Context: an optimization exercise on an open-source flow, tuned for small area, a short achievable clock period and few clock cycles. The choices shown serve that exercise and are no tape-out recipe. No functional check of the RTL was part of any run shown here.

## flow/design.v (module list and top-level ports; edited modules follow where they fit)
// module milestone1: 1587 lines
module milestone1 (
	input  logic        CLOCK_50_I,
	input  logic        resetn,
	input  logic        ena,
	output logic        done,
	output logic [17:0] SRAM_address,
	output logic [15:0] SRAM_write_data,
	output logic        SRAM_we_n,
	input  logic [15:0] SRAM_read_data
);
  // ...
==> flow/run.sh <==
#!/bin/bash
# synth_recipe.tcl (not shown) runs the flow's synth.tcl, then flattens the netlist and writes it again
# the make line also repeats each setting of config.mk as NAME=value (left out here)
make -C /OpenROAD-flow-scripts/flow DESIGN_CONFIG=/design/flow/config.mk WORK_HOME=/design/flow/orfs CLKGATE_MAP_FILE= SYNTH_SCRIPT=/design/flow/synth_recipe.tcl finish
==> flow/config.mk <==
export PLATFORM = sky130hd
export DESIGN_NAME = milestone1
export DESIGN_NICKNAME = milestone1
export VERILOG_FILES = /design/flow/design.v
export SDC_FILE = /design/flow/constraint.sdc
export NUM_CORES = 4
export LEC_CHECK = 0
export CAP_MARGIN = 20
export CORE_MARGIN = 2
export CORE_UTILIZATION = 40
export SLEW_MARGIN = 20
==> flow/constraint.sdc <==
create_clock -name core_clock -period 12.0 [get_ports {CLOCK_50_I}]
set_input_delay 2.4000 -clock core_clock [delete_from_list [all_inputs] [get_ports {CLOCK_50_I}]]
set_output_delay 2.4000 -clock core_clock [all_outputs]
set_load 0.01 [all_outputs]
==> flow_metrics.env, run 1 <==
export IMPL_status="finished clean"
export IMPL_holdBufCountCts=0
export IMPL_met3WireLength_um=2320
export IMPL_worst_r2r_cell_count=17
export IMPL_first_pass_iters=5
export IMPL_min_from="sr[9][1]$_DFFE_PP_"
export IMPL_final_max_slew_viol_count=0
export IMPL_dp_worst_setup_slack_ps=7190
export IMPL_vias_per_cell=4.93
export IMPL_worstPathMaxFanout=4
export IMPL_wl_met1_um=23700
export IMPL_cp_start_kind="register"
export IMPL_final_cell_area_um2=25800
export IMPL_final_core_util=0.455
export IMPL_area_dominant_class="multi-input combinational cells"
export IMPL_yosys_top_cells_count="inv_1 (388), fa_1 (233), ha_1 (213), edfxtp_1 (155), dfxtp_1 (146)"
export IMPL_dp_hpwl_um=40000
export IMPL_r2r_slack_ps=7210
export IMPL_grt_met2_usage=0.292
export IMPL_synth_top_cell_area_share=0.203
export IMPL_fp_coreArea_um2=56600
export IMPL_worst_r2r_endpoint="cv[7]$_DFFE_PP_"
export IMPL_sh_seq_area=0.351
export IMPL_syn_num_nets=2508
export IMPL_ant_nets=0
export IMPL_htree_levels=2
==> inputs of run 2 (changes only) <==
--- a/flow/design.v
+++ b/flow/design.v
@@ -3,48 +3,360 @@
 	input  logic        resetn,
 	input  logic        ena,
 	output logic        done,
 	output logic [17:0] SRAM_address,
 	output logic [15:0] SRAM_write_data,
 	output logic        SRAM_we_n,
 	input  logic [15:0] SRAM_read_data
 );
+logic        ena_q;        
+logic        we;           
 logic        run;          
 logic        wen;          
 logic [9:0]  ph;           
 logic [15:0] n;            
 logic [6:0]  q;            
 logic        q0, q1, q2;   
 logic [16:0] waddr;        
 logic start, act, finish;
-assign start  = ena & ~run & ~done;
+assign start  = ena_q & ~run & ~done;
+assign SRAM_we_n = ~we;
 assign act    = run | start;
 assign finish = run & ph[9] & (n == 16'd19200);
 logic k157, k159, k1;      
 logic k158, k0;            
 logic sh;                  
 logic wsel_rg, wsel_br;    
 logic [7:0]  sr [0:11];    
 logic [7:0]  pend_u, pend_v;
-logic [8:0]  fa, fb, fc;   
+logic [9:0]  w1, w2, w3;   
+logic [12:0] w4;
 logic [8:0]  ureg;         
 logic [7:0]  ylo;          
 logic [7:0]  cy;           
 logic [8:0]  cu, cv;       
 logic [7:0]  b0;           
 logic [7:0] t0, t1, t2, t3, t4, t5;
 always_comb begin
 	t5 = k157 ? sr[2] : k158 ? sr[4] : k159 ? sr[6] : sr[0];
 	t4 = k158 ? sr[4] : k159 ? sr[6] : sr[2];
 	t3 = k159 ? sr[6] : sr[4];
 	t2 = sr[6];
 	t1 = k0 ? sr[6] : sr[8];
 	t0 = k0 ? sr[6] : k1 ? sr[8] : sr[10];
 end
+logic w1_s1;
+logic w1_c2;
+logic w1_s3;
+logic w1_c4;
+logic w1_s5;
+logic w1_c6;
+logic w1_s7;
+logic w1_c8;
+logic w1_s9;
+logic w1_c10;
+logic w1_s11;
+logic w1_c12;
+logic w1_s13;
+logic w1_c14;
+logic w1_s15;
+logic w1_c16;
+logic w1_s17;
+logic w1_c18;
+logic w1_s19;
+logic w1_c20;
+logic w1_s21;
+logic w1_c22;
+logic w1_s23;
+logic w1_c24;
+logic w1_s25;
+logic w1_c26;
+logic w1_s27;
+logic w1_c28;
+logic w1_s29;
+logic w1_c30;
+logic w2_s31;
+logic w2_c32;
+logic w2_s33;
+logic w2_c34;
+logic w2_s35;
+logic w2_c36;
+logic w2_s37;
+logic w2_c38;
+logic w2_s39;
+logic w2_c40;
+logic w2_s41;
+logic w2_c42;
+logic w2_s43;
+logic w2_c44;
+logic w2_s45;
+logic w2_c46;
+logic w2_s47;
+logic w2_c48;
+logic w2_s49;
+logic w2_c50;
+logic w2_s51;
+logic w2_c52;
+logic w2_s53;
+logic w2_c54;
+logic w2_s55;
+logic w2_c56;
+logic w2_s57;
+logic w2_c58;
+logic w2_s59;
+logic w2_c60;
+logic w3_s61;
+logic w3_c62;
+logic w3_s63;
+logic w3_c64;
+logic w3_s65;
+logic w3_c66;
+logic w3_s67;
+logic w3_c68;
+logic w3_s69;
+logic w3_c70;
+logic w3_s71;
+logic w3_c72;
+logic w3_s73;
+logic w3_c74;
+logic w3_s75;
+logic w3_c76;
+logic w3_s77;
+logic w3_c78;
+logic w3_s79;
+logic w3_c80;
+logic w3_s81;
+logic w3_c82;
+logic w3_s83;
+logic w3_c84;
+logic w3_s85;
+logic w3_c86;
+logic w3_s87;
+logic w3_c88;
+logic w3_s89;
+logic w3_c90;
+logic w4_s91;
+logic w4_c92;
+logic w4_s93;
+logic w4_c94;
+logic w4_s95;
+logic w4_c96;
+logic w4_s97;
+logic w4_c98;
+logic w4_s99;
+logic w4_c100;
+logic w4_s101;
+logic w4_c102;
+logic w4_s103;
+logic w4_c104;
+logic w4_s105;
+logic w4_c106;
+logic w4_s107;
+logic w4_c108;
+logic w4_s109;
+logic w4_c110;
+logic w4_s111;
+logic w4_c112;
+logic w4_s113;
+logic w4_c114;
+logic w4_s115;
+logic w4_c116;
+logic w4_s117;
+logic w4_c118;
+logic w4_s119;
+logic w4_c120;
+logic w4_s121;
+logic w4_c122;
+logic w4_s123;
+logic w4_c124;
+logic w4_s125;
+logic w4_c126;
+logic w4_s127;
+logic w4_c128;
+logic w4_s129;
+logic w4_c130;
+logic w4_s131;
+logic w4_c132;
+logic w4_s133;
+logic w4_c134;
+logic w4_s135;
+logic w4_c136;
+logic w4_s137;
+logic w4_c138;
+logic w4_s139;
+logic w4_c140;
+logic w4_s141;
+logic w4_c142;
+logic w4_s143;
+logic w4_c144;
+logic w4_s145;
+logic w4_c146;
+logic w4_s147;
+logic w4_c148;
+logic w4_s149;
+logic w4_c150;
+assign w1_s1 = t0[0] ^ t5[0] ^ ~t2[0];
+assign w1_c2 = (t0[0] & t5[0]) | (t0[0] & ~t2[0]) | (t5[0] & ~t2[0]);
+assign w1_s3 = 1'b1 ^ t0[1] ^ t5[1];
+assign w1_c4 = (1'b1 & t0[1]) | (1'b1 & t5[1]) | (t0[1] & t5[1]);
+assign w1_s5 = ~t2[1] ^ ~t3[1] ^ w1_c2;
+assign w1_c6 = (~t2[1] & ~t3[1]) | (~t2[1] & w1_c2) | (~t3[1] & w1_c2);
+assign w1_s7 = t0[2] ^ t5[2] ^ ~t2[2];
+assign w1_c8 = (t0[2] & t5[2]) | (t0[2] & ~t2[2]) | (t5[2] & ~t2[2]);
+assign w1_s9 = ~t3[2] ^ w1_c4 ^ w1_s7;
+assign w1_c10 = (~t3[2] & w1_c4) | (~t3[2] & w1_s7) | (w1_c4 & w1_s7);
+assign w1_s11 = t0[3] ^ t5[3] ^ ~t2[3];
+assign w1_c12 = (t0[3] & t5[3]) | (t0[3] & ~t2[3]) | (t5[3] & ~t2[3]);
+assign w1_s13 = ~t3[3] ^ w1_c8 ^ w1_s11;
+assign w1_c14 = (~t3[3] & w1_c8) | (~t3[3] & w1_s11) | (w1_c8 & w1_s11);
+assign w1_s15 = t0[4] ^ t5[4] ^ ~t2[4];
+assign w1_c16 = (t0[4] & t5[4]) | (t0[4] & ~t2[4]) | (t5[4] & ~t2[4]);
+assign w1_s17 = ~t3[4] ^ w1_c12 ^ w1_s15;
+assign w1_c18 = (~t3[4] & w1_c12) | (~t3[4] & w1_s15) | (w1_c12 & w1_s15);
+assign w1_s19 = t0[5] ^ t5[5] ^ ~t2[5];
+assign w1_c20 = (t0[5] & t5[5]) | (t0[5] & ~t2[5]) | (t5[5] & ~t2[5]);
+assign w1_s21 = ~t3[5] ^ w1_c16 ^ w1_s19;
+assign w1_c22 = (~t3[5] & w1_c16) | (~t3[5] & w1_s19) | (w1_c16 & w1_s19);
+assign w1_s23 = t0[6] ^ t5[6] ^ ~t2[6];
+assign w1_c24 = (t0[6] & t5[6]) | (t0[6] & ~t2[6]) | (t5[6] & ~t2[6]);
+assign w1_s25 = ~t3[6] ^ w1_c20 ^ w1_s23;
+assign w1_c26 = (~t3[6] & w1_c20) | (~t3[6] & w1_s23) | (w1_c20 & w1_s23);
+assign w1_s27 = t0[7] ^ t5[7] ^ ~t2[7];
+assign w1_c28 = (t0[7] & t5[7]) | (t0[7] & ~t2[7]) | (t5[7] & ~t2[7]);
+assign w1_s29 = ~t3[7] ^ w1_c24 ^ w1_s27;
+assign w1_c30 = (~t3[7] & w1_c24) | (~t3[7] & w1_s27) | (w1_c24 & w1_s27);
+logic [9:0] w1_n;
+assign w1_n = {1'b1, w1_c28, w1_c26, w1_c22, w1_c18, w1_c14, w1_c10, w1_c6, w1_s3, ~t3[0]} + {1'b0, w1_c30, w1_s29, w1_s25, w1_s21, w1_s17, w1_s13, w1_s9, w1_s5, w1_s1};
+assign w2_s31 = t0[0] ^ t5[0] ^ ~t1[0];
+assign w2_c32 = (t0[0] & t5[0]) | (t0[0] & ~t1[0]) | (t5[0] & ~t1[0]);
+assign w2_s33 = 1'b1 ^ t0[1] ^ t5[1];
+assign w2_c34 = (1'b1 & t0[1]) | (1'b1 & t5[1]) | (t0[1] & t5[1]);
+assign w2_s35 = ~t1[1] ^ ~t4[1] ^ w2_c32;
+assign w2_c36 = (~t1[1] & ~t4[1]) | (~t1[1] & w2_c32) | (~t4[1] & w2_c32);
+assign w2_s37 = t0[2] ^ t5[2] ^ ~t1[2];
+assign w2_c38 = (t0[2] & t5[2]) | (t0[2] & ~t1[2]) | (t5[2] & ~t1[2]);
+assign w2_s39 = ~t4[2] ^ w2_c34 ^ w2_s37;
+assign w2_c40 = (~t4[2] & w2_c34) | (~t4[2] & w2_s37) | (w2_c34 & w2_s37);
+assign w2_s41 = t0[3] ^ t5[3] ^ ~t1[3];
+assign w2_c42 = (t0[3] & t5[3]) | (t0[3] & ~t1[3]) | (t5[3] & ~t1[3]);
+assign w2_s43 = ~t4[3] ^ w2_c38 ^ w2_s41;
+assign w2_c44 = (~t4[3] & w2_c38) | (~t4[3] & w2_s41) | (w2_c38 & w2_s41);
+assign w2_s45 = t0[4] ^ t5[4] ^ ~t1[4];
+assign w2_c46 = (t0[4] & t5[4]) | (t0[4] & ~t1[4]) | (t5[4] & ~t1[4]);
+assign w2_s47 = ~t4[4] ^ w2_c42 ^ w2_s45;
+assign w2_c48 = (~t4[4] & w2_c42) | (~t4[4] & w2_s45) | (w2_c42 & w2_s45);
+assign w2_s49 = t0[5] ^ t5[5] ^ ~t1[5];
+assign w2_c50 = (t0[5] & t5[5]) | (t0[5] & ~t1[5]) | (t5[5] & ~t1[5]);
+assign w2_s51 = ~t4[5] ^ w2_c46 ^ w2_s49;
+assign w2_c52 = (~t4[5] & w2_c46) | (~t4[5] & w2_s49) | (w2_c46 & w2_s49);
+assign w2_s53 = t0[6] ^ t5[6] ^ ~t1[6];
+assign w2_c54 = (t0[6] & t5[6]) | (t0[6] & ~t1[6]) | (t5[6] & ~t1[6]);
+assign w2_s55 = ~t4[6] ^ w2_c50 ^ w2_s53;
+assign w2_c56 = (~t4[6] & w2_c50) | (~t4[6] & w2_s53) | (w2_c50 & w2_s53);
+assign w2_s57 = t0[7] ^ t5[7] ^ ~t1[7];
+assign w2_c58 = (t0[7] & t5[7]) | (t0[7] & ~t1[7]) | (t5[7] & ~t1[7]);
+assign w2_s59 = ~t4[7] ^ w2_c54 ^ w2_s57;
+assign w2_c60 = (~t4[7] & w2_c54) | (~t4[7] & w2_s57) | (w2_c54 & w2_s57);
+logic [9:0] w2_n;
+assign w2_n = {1'b1, w2_c58, w2_c56, w2_c52, w2_c48, w2_c44, w2_c40, w2_c36, w2_s33, ~t4[0]} + {1'b0, w2_c60, w2_s59, w2_s55, w2_s51, w2_s47, w2_s43, w2_s39, w2_s35, w2_s31};
+assign w3_s61 = t0[0] ^ t5[0] ^ t1[0];
+assign w3_c62 = (t0[0] & t5[0]) | (t0[0] & t1[0]) | (t5[0] & t1[0]);
+assign w3_s63 = t0[1] ^ t5[1] ^ t1[1];
+assign w3_c64 = (t0[1] & t5[1]) | (t0[1] & t1[1]) | (t5[1] & t1[1]);
+assign w3_s65 = t4[1] ^ w3_c62;
+assign w3_c66 = t4[1] & w3_c62;
+assign w3_s67 = t0[2] ^ t5[2] ^ t1[2];
+assign w3_c68 = (t0[2] & t5[2]) | (t0[2] & t1[2]) | (t5[2] & t1[2]);
+assign w3_s69 = t4[2] ^ w3_c64 ^ w3_s67;
+assign w3_c70 = (t4[2] & w3_c64) | (t4[2] & w3_s67) | (w3_c64 & w3_s67);
+assign w3_s71 = t0[3] ^ t5[3] ^ t1[3];
+assign w3_c72 = (t0[3] & t5[3]) | (t0[3] & t1[3]) | (t5[3] & t1[3]);
+assign w3_s73 = t4[3] ^ w3_c68 ^ w3_s71;
+assign w3_c74 = (t4[3] & w3_c68) | (t4[3] & w3_s71) | (w3_c68 & w3_s71);
+assign w3_s75 = t0[4] ^ t5[4] ^ t1[4];
+assign w3_c76 = (t0[4] & t5[4]) | (t0[4] & t1[4]) | (t5[4] & t1[4]);
+assign w3_s77 = t4[4] ^ w3_c72 ^ w3_s75;
+assign w3_c78 = (t4[4] & w3_c72) | (t4[4] & w3_s75) | (w3_c72 & w3_s75);
+assign w3_s79 = t0[5] ^ t5[5] ^ t1[5];
+assign w3_c80 = (t0[5] & t5[5]) | (t0[5] & t1[5]) | (t5[5] & t1[5]);
+assign w3_s81 = t4[5] ^ w3_c76 ^ w3_s79;
+assign w3_c82 = (t4[5] & w3_c76) | (t4[5] & w3_s79) | (w3_c76 & w3_s79);
+assign w3_s83 = t0[6] ^ t5[6] ^ t1[6];
+assign w3_c84 = (t0[6] & t5[6]) | (t0[6] & t1[6]) | (t5[6] & t1[6]);
+assign w3_s85 = t4[6] ^ w3_c80 ^ w3_s83;
+assign w3_c86 = (t4[6] & w3_c80) | (t4[6] & w3_s83) | (w3_c80 & w3_s83);
+assign w3_s87 = t0[7] ^ t5[7] ^ t1[7];
+assign w3_c88 = (t0[7] & t5[7]) | (t0[7] & t1[7]) | (t5[7] & t1[7]);
+assign w3_s89 = t4[7] ^ w3_c84 ^ w3_s87;
+assign w3_c90 = (t4[7] & w3_c84) | (t4[7] & w3_s87) | (w3_c84 & w3_s87);
+logic [9:0] w3_n;
+assign w3_n = {1'b0, w3_c88, w3_c86, w3_c82, w3_c78, w3_c74, w3_c70, w3_c66, w3_s63, t4[0]} + {1'b0, w3_c90, w3_s89, w3_s85, w3_s81, w3_s77, w3_s73, w3_s69, w3_s65, w3_s61};
+assign w4_s91 = t2[1] ^ t3[1] ^ ~t1[0];
+assign w4_c92 = (t2[1] & t3[1]) | (t2[1] & ~t1[0]) | (t3[1] & ~t1[0]);
+assign w4_s93 = 1'b1 ^ t2[2] ^ t2[0];
+assign w4_c94 = (1'b1 & t2[2]) | (1'b1 & t2[0]) | (t2[2] & t2[0]);
+assign w4_s95 = t3[2] ^ t3[0] ^ ~t1[1];
+assign w4_c96 = (t3[2] & t3[0]) | (t3[2] & ~t1[1]) | (t3[0] & ~t1[1]);
+assign w4_s97 = ~t4[1] ^ w4_c92 ^ w4_s93;
+assign w4_c98 = (~t4[1] & w4_c92) | (~t4[1] & w4_s93) | (w4_c92 & w4_s93);
+assign w4_s99 = t2[3] ^ t2[1] ^ t3[3];
+assign w4_c100 = (t2[3] & t2[1]) | (t2[3] & t3[3]) | (t2[1] & t3[3]);
+assign w4_s101 = t3[1] ^ ~t1[2] ^ ~t4[2];
+assign w4_c102 = (t3[1] & ~t1[2]) | (t3[1] & ~t4[2]) | (~t1[2] & ~t4[2]);
+assign w4_s103 = w4_c94 ^ w4_c96 ^ w4_s99;
+assign w4_c104 = (w4_c94 & w4_c96) | (w4_c94 & w4_s99) | (w4_c96 & w4_s99);
+assign w4_s105 = w4_s101 ^ w4_c98;
+assign w4_c106 = w4_s101 & w4_c98;
+assign w4_s107 = t2[4] ^ t2[2] ^ t3[4];
+assign w4_c108 = (t2[4] & t2[2]) | (t2[4] & t3[4]) | (t2[2] & t3[4]);
+assign w4_s109 = t3[2] ^ ~t1[3] ^ ~t4[3];
+assign w4_c110 = (t3[2] & ~t1[3]) | (t3[2] & ~t4[3]) | (~t1[3] & ~t4[3]);
+assign w4_s111 = w4_c100 ^ w4_c102 ^ w4_s107;
+assign w4_c112 = (w4_c100 & w4_c102) | (w4_c100 & w4_s107) | (w4_c102 & w4_s107);
+assign w4_s113 = w4_s109 ^ w4_c104 ^ w4_s111;
+assign w4_c114 = (w4_s109 & w4_c104) | (w4_s109 & w4_s111) | (w4_c104 & w4_s111);
+assign w4_s115 = t2[5] ^ t2[3] ^ t3[5];
+assign w4_c116 = (t2[5] & t2[3]) | (t2[5] & t3[5]) | (t2[3] & t3[5]);
+assign w4_s117 = t3[3] ^ ~t1[4] ^ ~t4[4];
+assign w4_c118 = (t3[3] & ~t1[4]) | (t3[3] & ~t4[4]) | (~t1[4] & ~t4[4]);
+assign w4_s119 = w4_c108 ^ w4_c110 ^ w4_s115;
+assign w4_c120 = (w4_c108 & w4_c110) | (w4_c108 & w4_s115) | (w4_c110 & w4_s115);
+assign w4_s121 = w4_s117 ^ w4_c112 ^ w4_s119;
+assign w4_c122 = (w4_s117 & w4_c112) | (w4_s117 & w4_s119) | (w4_c112 & w4_s119);
+assign w4_s123 = t2[6] ^ t2[4] ^ t3[6];
+assign w4_c124 = (t2[6] & t2[4]) | (t2[6] & t3[6]) | (t2[4] & t3[6]);
+assign w4_s125 = t3[4] ^ ~t1[5] ^ ~t4[5];
+assign w4_c126 = (t3[4] & ~t1[5]) | (t3[4] & ~t4[5]) | (~t1[5] & ~t4[5]);
+assign w4_s127 = w4_c116 ^ w4_c118 ^ w4_s123;
+assign w4_c128 = (w4_c116 & w4_c118) | (w4_c116 & w4_s123) | (w4_c118 & w4_s123);
+assign w4_s129 = w4_s125 ^ w4_c120 ^ w4_s127;
+assign w4_c130 = (w4_s125 & w4_c120) | (w4_s125 & w4_s127) | (w4_c120 & w4_s127);
+assign w4_s131 = t2[7] ^ t2[5] ^ t3[7];
+assign w4_c132 = (t2[7] & t2[5]) | (t2[7] & t3[7]) | (t2[5] & t3[7]);
+assign w4_s133 = t3[5] ^ ~t1[6] ^ ~t4[6];
+assign w4_c134 = (t3[5] & ~t1[6]) | (t3[5] & ~t4[6]) | (~t1[6] & ~t4[6]);
+assign w4_s135 = w4_c124 ^ w4_c126 ^ w4_s131;
+assign w4_c136 = (w4_c124 & w4_c126) | (w4_c124 & w4_s131) | (w4_c126 & w4_s131);
+assign w4_s137 = w4_s133 ^ w4_c128 ^ w4_s135;
+assign w4_c138 = (w4_s133 & w4_c128) | (w4_s133 & w4_s135) | (w4_c128 & w4_s135);
+assign w4_s139 = t2[6] ^ t3[6] ^ ~t1[7];
+assign w4_c140 = (t2[6] & t3[6]) | (t2[6] & ~t1[7]) | (t3[6] & ~t1[7]);
+assign w4_s141 = ~t4[7] ^ w4_c132 ^ w4_c134;
+assign w4_c142 = (~t4[7] & w4_c132) | (~t4[7] & w4_c134) | (w4_c132 & w4_c134);
+assign w4_s143 = w4_s139 ^ w4_c136 ^ w4_s141;
+assign w4_c144 = (w4_s139 & w4_c136) | (w4_s139 & w4_s141) | (w4_c136 & w4_s141);
+assign w4_s145 = t2[7] ^ t3[7] ^ w4_c140;
+assign w4_c146 = (t2[7] & t3[7]) | (t2[7] & w4_c140) | (t3[7] & w4_c140);
+assign w4_s147 = w4_c142 ^ w4_s145;
+assign w4_c148 = w4_c142 & w4_s145;
+assign w4_s149 = 1'b1 ^ w4_c146;
+assign w4_c150 = 1'b1 & w4_c146;
+logic [12:0] w4_n;
+assign w4_n = {1'b1, 1'b1, w4_s149, w4_s147, w4_c138, w4_c130, w4_c122, w4_c114, w4_c106, w4_s103, w4_s95, ~t4[0], t2[0]} + {1'b0, w4_c150, w4_c148, w4_c144, w4_s143, w4_s137, w4_s129, w4_s121, w4_s113, w4_s105, w4_s97, w4_s91, t3[0]};
 logic fs1;
 logic fc2;
 logic fs3;
 logic fc4;
 logic fs5;
 logic fc6;
 logic fs7;
 logic fc8;
@@ -83,234 +395,66 @@
 logic fs41;
 logic fc42;
 logic fs43;
 logic fc44;
 logic fs45;
 logic fc46;
 logic fs47;
 logic fc48;
-logic fs49;
-logic fc50;
-logic fs51;
-logic fc52;
-logic fs53;
-logic fc54;
-logic fs55;
-logic fc56;
-logic fs57;
-logic fc58;
-logic fs59;
-logic fc60;
-logic fs61;
-logic fc62;
-logic fs63;
-logic fc64;
-logic fs65;
-logic fc66;
-logic fs67;
-logic fc68;
-logic fs69;
-logic fc70;
-logic fs71;
-logic fc72;
-logic fs73;
-logic fc74;
-logic fs75;
-logic fc76;
-logic fs77;
-logic fc78;
-logic fs79;
-logic fc80;
-logic fs81;
-logic fc82;
-logic fs83;
-logic fc84;
-logic fs85;
-logic fc86;
-logic fs87;
-logic fc88;
-logic fs89;
-logic fc90;
-logic fs91;
-logic fc92;
-logic fs93;
-logic fc94;
-logic fs95;
-logic fc96;
-logic fs97;
-logic fc98;
-logic fs99;
-logic fc100;
-logic fs101;
-logic fc102;
-logic fs103;
-logic fc104;
-logic fs105;
-logic fc106;
-logic fs107;
-logic fc108;
-logic fs109;
-logic fc110;
-logic fs111;
-logic fc112;
-logic fs113;
-logic fc114;
-logic fs115;
-logic fc116;
-logic fs117;
-logic fc118;
-logic fs119;
-logic fc120;
-logic fs121;
-logic fc122;
-logic fs123;
-logic fc124;
-logic fs125;
-logic fc126;
-logic fs127;
-logic fc128;
-logic fs129;
-logic fc130;
-logic fs131;
-logic fc132;
-assign fs1 = 1'b1 ^ fa[0];
-assign fc2 = 1'b1 & fa[0];
-assign fs3 = fa[1] ^ ~fc[1];
-assign fc4 = fa[1] & ~fc[1];
-assign fs5 = 1'b1 ^ fa[2] ^ fa[0];
-assign fc6 = (1'b1 & fa[2]) | (1'b1 & fa[0]) | (fa[2] & fa[0]);
-assign fs7 = ~fb[0] ^ ~fc[2] ^ fc4;
-assign fc8 = (~fb[0] & ~fc[2]) | (~fb[0] & fc4) | (~fc[2] & fc4);
-assign fs9 = fa[3] ^ fa[1] ^ ~fb[1];
-assign fc10 = (fa[3] & fa[1]) | (fa[3] & ~fb[1]) | (fa[1] & ~fb[1]);
-assign fs11 = ~fc[3] ^ fc6 ^ fs9;
-assign fc12 = (~fc[3] & fc6) | (~fc[3] & fs9) | (fc6 & fs9);
-assign fs13 = fa[4] ^ fa[2] ^ fa[0];
-assign fc14 = (fa[4] & fa[2]) | (fa[4] & fa[0]) | (fa[2] & fa[0]);
-assign fs15 = ~fb[2] ^ fb[0] ^ ~fc[4];
-assign fc16 = (~fb[2] & fb[0]) | (~fb[2] & ~fc[4]) | (fb[0] & ~fc[4]);
-assign fs17 = fc10 ^ fs13 ^ fs15;
-assign fc18 = (fc10 & fs13) | (fc10 & fs15) | (fs13 & fs15);
-assign fs19 = fa[5] ^ fa[3] ^ fa[1];
-assign fc20 = (fa[5] & fa[3]) | (fa[5] & fa[1]) | (fa[3] & fa[1]);
-assign fs21 = ~fb[3] ^ fb[1] ^ ~fc[5];
-assign fc22 = (~fb[3] & fb[1]) | (~fb[3] & ~fc[5]) | (fb[1] & ~fc[5]);
-assign fs23 = fc[0] ^ fc14 ^ fc16;
-assign fc24 = (fc[0] & fc14) | (fc[0] & fc16) | (fc14 & fc16);
-assign fs25 = fs19 ^ fs21 ^ fc18;
-assign fc26 = (fs19 & fs21) | (fs19 & fc18) | (fs21 & fc18);
-assign fs27 = 1'b1 ^ fa[6] ^ fa[4];
-assign fc28 = (1'b1 & fa[6]) | (1'b1 & fa[4]) | (fa[6] & fa[4]);
-assign fs29 = fa[2] ^ ~fb[4] ^ fb[2];
-assign fc30 = (fa[2] & ~fb[4]) | (fa[2] & fb[2]) | (~fb[4] & fb[2]);
-assign fs31 = ~fb[0] ^ ~fc[6] ^ fc[1];
-assign fc32 = (~fb[0] & ~fc[6]) | (~fb[0] & fc[1]) | (~fc[6] & fc[1]);
-assign fs33 = fc20 ^ fc22 ^ fs27;
-assign fc34 = (fc20 & fc22) | (fc20 & fs27) | (fc22 & fs27);
-assign fs35 = fs29 ^ fs31 ^ fc24;
-assign fc36 = (fs29 & fs31) | (fs29 & fc24) | (fs31 & fc24);
-assign fs37 = fs33 ^ fc26;
-assign fc38 = fs33 & fc26;
-assign fs39 = 1'b1 ^ fa[7] ^ fa[5];
-assign fc40 = (1'b1 & fa[7]) | (1'b1 & fa[5]) | (fa[7] & fa[5]);
-assign fs41 = fa[3] ^ ~fb[5] ^ fb[3];
-assign fc42 = (fa[3] & ~fb[5]) | (fa[3] & fb[3]) | (~fb[5] & fb[3]);
-assign fs43 = ~fb[1] ^ ~fc[7] ^ fc[2];
-assign fc44 = (~fb[1] & ~fc[7]) | (~fb[1] & fc[2]) | (~fc[7] & fc[2]);
-assign fs45 = fc[0] ^ fc28 ^ fc30;
-assign fc46 = (fc[0] & fc28) | (fc[0] & fc30) | (fc28 & fc30);
-assign fs47 = fc32 ^ fs39 ^ fs41;
-assign fc48 = (fc32 & fs39) | (fc32 & fs41) | (fs39 & fs41);
-assign fs49 = fs43 ^ fc34 ^ fs45;
-assign fc50 = (fs43 & fc34) | (fs43 & fs45) | (fc34 & fs45);
-assign fs51 = fs47 ^ fc36 ^ fs49;
-assign fc52 = (fs47 & fc36) | (fs47 & fs49) | (fc36 & fs49);
-assign fs53 = fa[8] ^ fa[6] ^ fa[4];
-assign fc54 = (fa[8] & fa[6]) | (fa[8] & fa[4]) | (fa[6] & fa[4]);
-assign fs55 = ~fb[6] ^ fb[4] ^ ~fb[2];
-assign fc56 = (~fb[6] & fb[4]) | (~fb[6] & ~fb[2]) | (fb[4] & ~fb[2]);
-assign fs57 = ~fc[8] ^ fc[3] ^ fc[1];
-assign fc58 = (~fc[8] & fc[3]) | (~fc[8] & fc[1]) | (fc[3] & fc[1]);
-assign fs59 = fc40 ^ fc42 ^ fc44;
-assign fc60 = (fc40 & fc42) | (fc40 & fc44) | (fc42 & fc44);
-assign fs61 = fs53 ^ fs55 ^ fs57;
-assign fc62 = (fs53 & fs55) | (fs53 & fs57) | (fs55 & fs57);
-assign fs63 = fc46 ^ fc48 ^ fs59;
-assign fc64 = (fc46 & fc48) | (fc46 & fs59) | (fc48 & fs59);
-assign fs65 = fs61 ^ fc50 ^ fs63;
-assign fc66 = (fs61 & fc50) | (fs61 & fs63) | (fc50 & fs63);
-assign fs67 = 1'b1 ^ fa[7] ^ fa[5];
-assign fc68 = (1'b1 & fa[7]) | (1'b1 & fa[5]) | (fa[7] & fa[5]);
-assign fs69 = ~fb[7] ^ fb[5] ^ ~fb[3];
-assign fc70 = (~fb[7] & fb[5]) | (~fb[7] & ~fb[3]) | (fb[5] & ~fb[3]);
-assign fs71 = fc[4] ^ fc[2] ^ fc54;
-assign fc72 = (fc[4] & fc[2]) | (fc[4] & fc54) | (fc[2] & fc54);
-assign fs73 = fc56 ^ fc58 ^ fs67;
-assign fc74 = (fc56 & fc58) | (fc56 & fs67) | (fc58 & fs67);
-assign fs75 = fs69 ^ fc60 ^ fc62;
-assign fc76 = (fs69 & fc60) | (fs69 & fc62) | (fc60 & fc62);
-assign fs77 = fs71 ^ fs73 ^ fc64;
-assign fc78 = (fs71 & fs73) | (fs71 & fc64) | (fs73 & fc64);
-assign fs79 = fs75 ^ fc66;
-assign fc80 = fs75 & fc66;
-assign fs81 = 1'b1 ^ fa[8] ^ fa[6];
-assign fc82 = (1'b1 & fa[8]) | (1'b1 & fa[6]) | (fa[8] & fa[6]);
-assign fs83 = ~fb[8] ^ fb[6] ^ ~fb[4];
-assign fc84 = (~fb[8] & fb[6]) | (~fb[8] & ~fb[4]) | (fb[6] & ~fb[4]);
-assign fs85 = fc[5] ^ fc[3] ^ fc68;
-assign fc86 = (fc[5] & fc[3]) | (fc[5] & fc68) | (fc[3] & fc68);
-assign fs87 = fc70 ^ fs81 ^ fs83;
-assign fc88 = (fc70 & fs81) | (fc70 & fs83) | (fs81 & fs83);
-assign fs89 = fc72 ^ fc74 ^ fs85;
-assign fc90 = (fc72 & fc74) | (fc72 & fs85) | (fc74 & fs85);
-assign fs91 = fs87 ^ fc76 ^ fs89;
-assign fc92 = (fs87 & fc76) | (fs87 & fs89) | (fc76 & fs89);
-assign fs93 = fc78 ^ fs91;
-assign fc94 = fc78 & fs91;
-assign fs95 = fa[7] ^ fb[7] ^ ~fb[5];
-assign fc96 = (fa[7] & fb[7]) | (fa[7] & ~fb[5]) | (fb[7] & ~fb[5]);
-assign fs97 = fc[6] ^ fc[4] ^ fc82;
-assign fc98 = (fc[6] & fc[4]) | (fc[6] & fc82) | (fc[4] & fc82);
-assign fs99 = fc84 ^ fs95 ^ fc86;
-assign fc100 = (fc84 & fs95) | (fc84 & fc86) | (fs95 & fc86);
-assign fs101 = fc88 ^ fs97 ^ fc90;
-assign fc102 = (fc88 & fs97) | (fc88 & fc90) | (fs97 & fc90);
-assign fs103 = fs99 ^ fc92 ^ fs101;
-assign fc104 = (fs99 & fc92) | (fs99 & fs101) | (fc92 & fs101);
-assign fs105 = 1'b1 ^ fa[8] ^ fb[8];
-assign fc106 = (1'b1 & fa[8]) | (1'b1 & fb[8]) | (fa[8] & fb[8]);
-assign fs107 = ~fb[6] ^ fc[7] ^ fc[5];
-assign fc108 = (~fb[6] & fc[7]) | (~fb[6] & fc[5]) | (fc[7] & fc[5]);
-assign fs109 = fc96 ^ fs105 ^ fs107;
-assign fc110 = (fc96 & fs105) | (fc96 & fs107) | (fs105 & fs107);
-assign fs111 = fc98 ^ fs109 ^ fc100;
-assign fc112 = (fc98 & fs109) | (fc98 & fc100) | (fs109 & fc100);
-assign fs113 = fs111 ^ fc102;
-assign fc114 = fs111 & fc102;
-assign fs115 = 1'b1 ^ ~fb[7] ^ fc[8];
-assign fc116 = (1'b1 & ~fb[7]) | (1'b1 & fc[8]) | (~fb[7] & fc[8]);
-assign fs117 = fc[6] ^ fc106 ^ fc108;
-assign fc118 = (fc[6] & fc106) | (fc[6] & fc108) | (fc106 & fc108);
-assign fs119 = fs115 ^ fc110 ^ fs117;
-assign fc120 = (fs115 & fc110) | (fs115 & fs117) | (fc110 & fs117);
-assign fs121 = fs119 ^ fc112;
-assign fc122 = fs119 & fc112;
-assign fs123 = 1'b1 ^ ~fb[8] ^ fc[7];
-assign fc124 = (1'b1 & ~fb[8]) | (1'b1 & fc[7]) | (~fb[8] & fc[7]);
-assign fs125 = fc116 ^ fs123 ^ fc118;
-assign fc126 = (fc116 & fs123) | (fc116 & fc118) | (fs123 & fc118);
-assign fs127 = fc120 ^ fs125;
-assign fc128 = fc120 & fs125;
-assign fs129 = 1'b1 ^ fc[8] ^ fc124;
-assign fc130 = (1'b1 & fc[8]) | (1'b1 & fc124) | (fc[8] & fc124);
-assign fs131 = fs129 ^ fc126;
-assign fc132 = fs129 & fc126;
+assign fs1 = w1[4] ^ w2[2];
+assign fc2 = w1[4] & w2[2];
+assign fs3 = w1[5] ^ w2[3] ^ w3[1];
+assign fc4 = (w1[5] & w2[3]) | (w1[5] & w3[1]) | (w2[3] & w3[1]);
+assign fs5 = w4[0] ^ fc2;
+assign fc6 = w4[0] & fc2;
+assign fs7 = w1[6] ^ w2[4] ^ w3[2];
+assign fc8 = (w1[6] & w2[4]) | (w1[6] & w3[2]) | (w2[4] & w3[2]);
+assign fs9 = w4[1] ^ fc4 ^ fc6;
+assign fc10 = (w4[1] & fc4) | (w4[1] & fc6) | (fc4 & fc6);
+assign fs11 = 1'b1 ^ w1[7] ^ w2[5];
+assign fc12 = (1'b1 & w1[7]) | (1'b1 & w2[5]) | (w1[7] & w2[5]);
+assign fs13 = w3[3] ^ w4[2] ^ fc8;
+assign fc14 = (w3[3] & w4[2]) | (w3[3] & fc8) | (w4[2] & fc8);
+assign fs15 = fs11 ^ fc10;
+assign fc16 = fs11 & fc10;
+assign fs17 = w1[8] ^ w2[6] ^ w3[4];
+assign fc18 = (w1[8] & w2[6]) | (w1[8] & w3[4]) | (w2[6] & w3[4]);
+assign fs19 = w4[3] ^ fc12 ^ fs17;
+assign fc20 = (w4[3] & fc12) | (w4[3] & fs17) | (fc12 & fs17);
+assign fs21 = fc14 ^ fs19;
+assign fc22 = fc14 & fs19;
+assign fs23 = 1'b1 ^ ~w1[9] ^ w2[7];
+assign fc24 = (1'b1 & ~w1[9]) | (1'b1 & w2[7]) | (~w1[9] & w2[7]);
+assign fs25 = w3[5] ^ w4[4] ^ fc18;
+assign fc26 = (w3[5] & w4[4]) | (w3[5] & fc18) | (w4[4] & fc18);
+assign fs27 = fs23 ^ fc20 ^ fs25;
+assign fc28 = (fs23 & fc20) | (fs23 & fs25) | (fc20 & fs25);
+assign fs29 = 1'b1 ^ w2[8] ^ w3[6];
+assign fc30 = (1'b1 & w2[8]) | (1'b1 & w3[6]) | (w2[8] & w3[6]);
+assign fs31 = w4[5] ^ fc24 ^ fs29;
+assign fc32 = (w4[5] & fc24) | (w4[5] & fs29) | (fc24 & fs29);
+assign fs33 = fc26 ^ fs31;
+assign fc34 = fc26 & fs31;
+assign fs35 = ~w2[9] ^ w3[7] ^ w4[6];
+assign fc36 = (~w2[9] & w3[7]) | (~w2[9] & w4[6]) | (w3[7] & w4[6]);
+assign fs37 = fc30 ^ fs35 ^ fc32;
+assign fc38 = (fc30 & fs35) | (fc30 & fc32) | (fs35 & fc32);
+assign fs39 = 1'b1 ^ w3[8] ^ w4[7];
+assign fc40 = (1'b1 & w3[8]) | (1'b1 & w4[7]) | (w3[8] & w4[7]);
+assign fs41 = fc36 ^ fs39;
+assign fc42 = fc36 & fs39;
+assign fs43 = 1'b1 ^ w3[9] ^ w4[8];
+assign fc44 = (1'b1 & w3[9]) | (1'b1 & w4[8]) | (w3[9] & w4[8]);
+assign fs45 = fc40 ^ fs43;
+assign fc46 = fc40 & fs43;
+assign fs47 = 1'b1 ^ w4[9] ^ fc44;
+assign fc48 = (1'b1 & w4[9]) | (1'b1 & fc44) | (w4[9] & fc44);
 logic [16:0] fsum;
-assign fsum = {fc130, fs131, fs127, fs121, fs113, fc94, fc80, fs77, fc52, fc38, fs35, fs23, fc12, fc8, fs5, fc2, ~fc[0]} + {fc132, fc128, fc122, fc114, fc104, fs103, fs93, fs79, fs65, fs51, fs37, fs25, fs17, fs11, fs7, fs3, fs1};
+assign fsum = {1'b1, w4[10], fc46, fc42, fs41, fc34, fs33, fc22, fc16, fs13, fs7, fs3, w3[0], w1[3], w1[2], w1[1], w1[0]} + {w4[11], fc48, fs47, fs45, fc38, fs37, fc28, fs27, fs21, fs15, fs9, fs5, fs1, w2[1], w2[0], 1'b0, 1'b0};
 logic ys1;
 logic yc2;
 logic ys3;
 logic yc4;
 logic ys5;
 logic yc6;
 logic ys7;
 logic yc8;
@@ -1423,38 +1567,42 @@
 		done      <= 1'b0;
 		ph        <= 10'b1000000000;
 		n         <= 16'hFFFE;
 		q         <= 7'd79;
 		q0        <= 1'b0;
 		q1        <= 1'b0;
 		q2        <= 1'b0;
 		waddr     <= 17'h03E00;
-		SRAM_we_n <= 1'b1;
-	end else if (act) begin
+		we        <= 1'b0;
+		ena_q     <= 1'b0;
+	end else begin
+		ena_q <= ena;
+		if (act) begin
 		ph <= {ph[8:0], ph[9]};
 		if (start)
 			run <= 1'b1;
 		if (ph[9]) begin
 			q  <= (q == 7'd79) ? 7'd0 : q + 7'd1;
 			q0 <= (q == 7'd79);
 			q1 <= q0;
 			q2 <= q1;
 		end
 		if (ph[4])
 			n <= n + 16'd1;
 		if (ph[9] & ~n[15])
 			wen <= 1'b1;
-		SRAM_we_n <= ~(wen & (ph[2] | ph[3] | ph[4] | ph[6] | ph[7] | ph[8]));
+		we <= wen & (ph[2] | ph[3] | ph[4] | ph[6] | ph[7] | ph[8]);
 		if (wen & (ph[2] | ph[3] | ph[4] | ph[6] | ph[7] | ph[8]))
 			waddr <= waddr + 17'd1;
 		if (finish) begin
 			run  <= 1'b0;
 			done <= 1'b1;
 		end
+		end
 	end
 end
 always_ff @(posedge CLOCK_50_I) begin
 	k157    <= (ph[2] | ph[3]) & q0;
 	k159    <= (ph[2] | ph[3]) & q1;
 	k1      <= (ph[2] | ph[3]) & q2;
 	k158    <= (ph[7] | ph[8] | ph[9]) & q0;
 	k0      <= (ph[7] | ph[8] | ph[9]) & q1;
@@ -1475,19 +1623,20 @@
 		sr[0] <= (ph[2] | ph[3]) ? SRAM_read_data[15:8] : ph[7] ? pend_u : pend_v;
 		for (int i = 1; i < 12; i++)
 			sr[i] <= sr[i-1];
 	end
 	if (ph[2])
 		pend_u <= SRAM_read_data[7:0];
 	if (ph[3])
 		pend_v <= SRAM_read_data[7:0];
-	fa <= {1'b0, t0} + {1'b0, t5};
-	fb <= {1'b0, t1} + {1'b0, t4};
-	fc <= {1'b0, t2} + {1'b0, t3};
+	w1 <= w1_n;
+	w2 <= w2_n;
+	w3 <= w3_n;
+	w4 <= w4_n;
 	if (ph[4] | ph[9])
 		ureg <= fsum[16:8];
 	if (ph[4] | ph[8])
 		ylo <= SRAM_read_data[7:0];
 	if (ph[4] | ph[8])
 		cy <= SRAM_read_data[15:8];
 	else if (ph[5] | ph[1])
 		cy <= ylo;
==> run 2 against run 1 <==
- global-route usage increased by 0.24 points
- hold slack improved by 28 ps
- sequential share of layout area decreased by 1.6 points
- final cell count increased by 10%
- register-to-register slack improved by 490 ps
- core utilization decreased by 0.29 points
- via count increased by 8.9%
- critical path type unchanged
==> flow_metrics.env, run 2 <==
export IMPL_vias_per_cell=4.88
export IMPL_ys_flop_type="dfxtp_1"
export IMPL_final_max_slew_viol_count=0
export IMPL_critPathArrivalTime_ps=4730
export IMPL_yosysSeqAreaShare=0.375
export IMPL_r2r_start="k0$_DFF_P_"
export IMPL_path_class="register to register"
export IMPL_placed_cells_incl_taps=3106
export IMPL_skew_ps=21.6
export IMPL_cp_start_kind="register"
export IMPL_synth_most_common_cell="inv_1"
export IMPL_grt_pass1_vias=16468
export IMPL_post_route_period_util=0.359
export IMPL_clkLatencyLatePin_ps=570
export IMPL_top_register="sr"
export IMPL_synthArstFlopShare=0.156
export IMPL_first_pass_iters=5
export IMPL_die_h_um=253
export IMPL_yosys_top_cells_count="inv_1 (470), fa_1 (270), ha_1 (226), dfxtp_1 (159), edfxtp_1 (155)"
export IMPL_final_hold_viol_count=0
export IMPL_ys_ff_latch=372
export IMPL_ys_types=71
export IMPL_relSlewSlack=0.301
export IMPL_required_ps=12420
export IMPL_reg_largest_list="sr x88, SRAM_address x18, waddr x17"
export IMPL_ys_warn_count=2
export IMPL_dr_total_vias=15549
export IMPL_worstPathMaxFanout=24
export IMPL_post_route_drc_count=0
export IMPL_clk_pin_slew_ps=60
export IMPL_layout_commonest_cell="inv_1"
export IMPL_cts_root_buffer="clkbuf_16"
export IMPL_cts_resized=0
export IMPL_finalWirelength_um=55900
export IMPL_dp_hpwl_um=44400
export IMPL_drv_cap=0
export IMPL_synthCells=2251
export IMPL_grt_setup_unrepaired="false"
export IMPL_synth_area_leader_cell="fa_1"
export IMPL_grtUsageTotal=0.181
export IMPL_htree_levels=2
export IMPL_syn_area_per_cell_um2=11.0
export IMPL_cp_end_kind="register"
export IMPL_io_pins=55
export IMPL_initial_core_util=0.404
export IMPL_min_period_ps=4310
export IMPL_cts_tree="built"
export IMPL_setup_viol=0
export IMPL_synth_area_um2=24900
export IMPL_fp_coreArea_um2=61600
export IMPL_hold_path_class="register to register"
export IMPL_clk_path_buf_depth=3
export IMPL_avgRoutedWirePerCell_um=17.5
export IMPL_diodes=0
export IMPL_numCtsBuffers=44
export IMPL_fmax_mhz=232
export IMPL_port_buffers=54
export IMPL_largest_register_ffs=88
export IMPL_finalNetCount=2831
export IMPL_hold_end="sr[4][5]$_DFFE_PP_"
export IMPL_worst_r2r_cell_count=13
export IMPL_synth_top_cell_area_share=0.217
export IMPL_antenna_found_initial=0
export IMPL_status="finished clean"
export IMPL_synth_edf_count=155
export IMPL_hold_slack_ps=417
export IMPL_tightest_slew_ps=1050
export IMPL_final_core_util=0.452
export IMPL_grt_ovfl_total=0
export IMPL_place_gp_congestion=0.899
export IMPL_ant_nets=0
export IMPL_hold_depth=0
export IMPL_min_from="sr[3][5]$_DFFE_PP_"
export IMPL_drt_iter0_markers=856
export IMPL_area_delta_synth_final_pct=12.0
export IMPL_dieWidth_um=253
export IMPL_finalSetupTns_ps=0
export IMPL_drive_gt1_frac=0.0702
export IMPL_fin_cells=3189
export IMPL_worst_r2r_endpoint="w4[10]$_DFF_P_"
export IMPL_grt_pass1_wl_um=89700
export IMPL_holdBufCountCts=0
export IMPL_clock_sinks=372
export IMPL_num_rows=91
export IMPL_fp_dieArea_um2=64200
export IMPL_most_common_layout_cells="inv_1 (470), fa_1 (270), ha_1 (226)"
export IMPL_r2r_slack_ps=7690
export IMPL_syn_num_nets=2766
export IMPL_post_cts_buffers=0
export IMPL_synthTopCellsByArea="fa_1 (22%), edfxtp_1 (19%), dfxtp_1 (13%)"
export IMPL_grt_max_degree=89
run 2: cell types whose count changed in the layout (fill, tap and decap cells not counted), moves of 9 or more:
cell	before	now
dfxtp_1	145	157
inv_1	388	470
nor2b_1	12	22
o211ai_1	9	19
o21ai_1	0	11
ha_1	213	226
fa_1	233	270
o221ai_1	13	4
run 2: worst max path at each step:
stage | from | endpoint | slack, ps
2_1_floorplan | k159$_DFF_P_ | w4[10]$_DFF_P_ | 7920
3_5_place_dp | k159$_DFF_P_ | w2[8]$_DFF_P_ | 7390
4_1_cts | k159$_DFF_P_ | w2[8]$_DFF_P_ | 7360
5_1_grt | k159$_DFF_P_ | w2[9]$_DFF_P_ | 7280
6_report | k0$_DFF_P_ | w4[10]$_DFF_P_ | 7690
3_3_place_gp | k159$_DFF_P_ | w2[8]$_DFF_P_ | 7360
run 2: critical path, stage by stage, from the launching register on:
cell      delay [ps]
dfxtp_1          820
mux2i_1          350
inv_1            140
fa_1             470
fa_1             410
inv_1             80
fa_1             460
ha_1             340
a21boi_1         140
o21ai_0          240
a21boi_1         120
o21ai_0          230
nor2b_1          240
o311ai_1         120
run 2: metrics by stage:
step                cell area [um2]  worst slack [ps]
global placement              26300              7360
finish                        27900              7690
detailed placement            26300              7390
CTS                           27800              7360
floorplan                     24900              7920
global route                  27900              7280
run 2: layout make-up:
class                           count  area (um2)
Clock inverter                     21         206
Timing Repair Buffer               59         593
Tap cell                          837        1050
Clock buffer                       61        1290
Inverter                          471        1770
Sequential cell                   372        9330
Fill cell                        5696       33700
Multi-Input combinational cell   1368       13600
run 2: cells by family after synthesis:
logic type	share of synthesized area
simple gates	0.0750
mux	0.0244
fa+ha+maj	0.331
xor+xnor	0.0317
buf+inv	0.0773
compound gates	0.0855
flops	0.375
run 2: metal layers:
layer | track usage | up-vias | part of all wire
met2 | 0.304 | 296 | 0.48
met3 | 0.0310 | 74 | 0.046
met5 | 0 | - | 0
met1 | 0.239 | 7752 | 0.45
met4 | 0.0524 | 0 | 0.024
li1 | - | 7427 | -

-- separate check: timing with driven ports --
The flow's constraints put no driver on any port. The routed layouts listed below were extracted and timed again, unchanged, in two steps.
Step 1 assumes that a clkbuf_16 drives the clock port and a buf_2 every other input.
Step 2 times the ports against the registers' clock, not the clock port: input delays grow and output delays shrink by t, the midpoint of the rising clock arrivals with the driver on.
Three values: no drivers, after step 1, after step 2; two values: the first two.
run	t (ns)	slack for setup (ns)	worst hold slack (ns)	worst setup path at the end	worst data-port slew with drivers (ns)
run 1	0.622	7.206 / 7.206 / 7.206	0.389 / 0.389 / 0.389	register to register	0.03
run 2	0.625	7.691 / 7.691 / 7.691	0.417 / 0.417 / 0.417	register to register	0.03
After both steps every run listed still meets setup and hold.
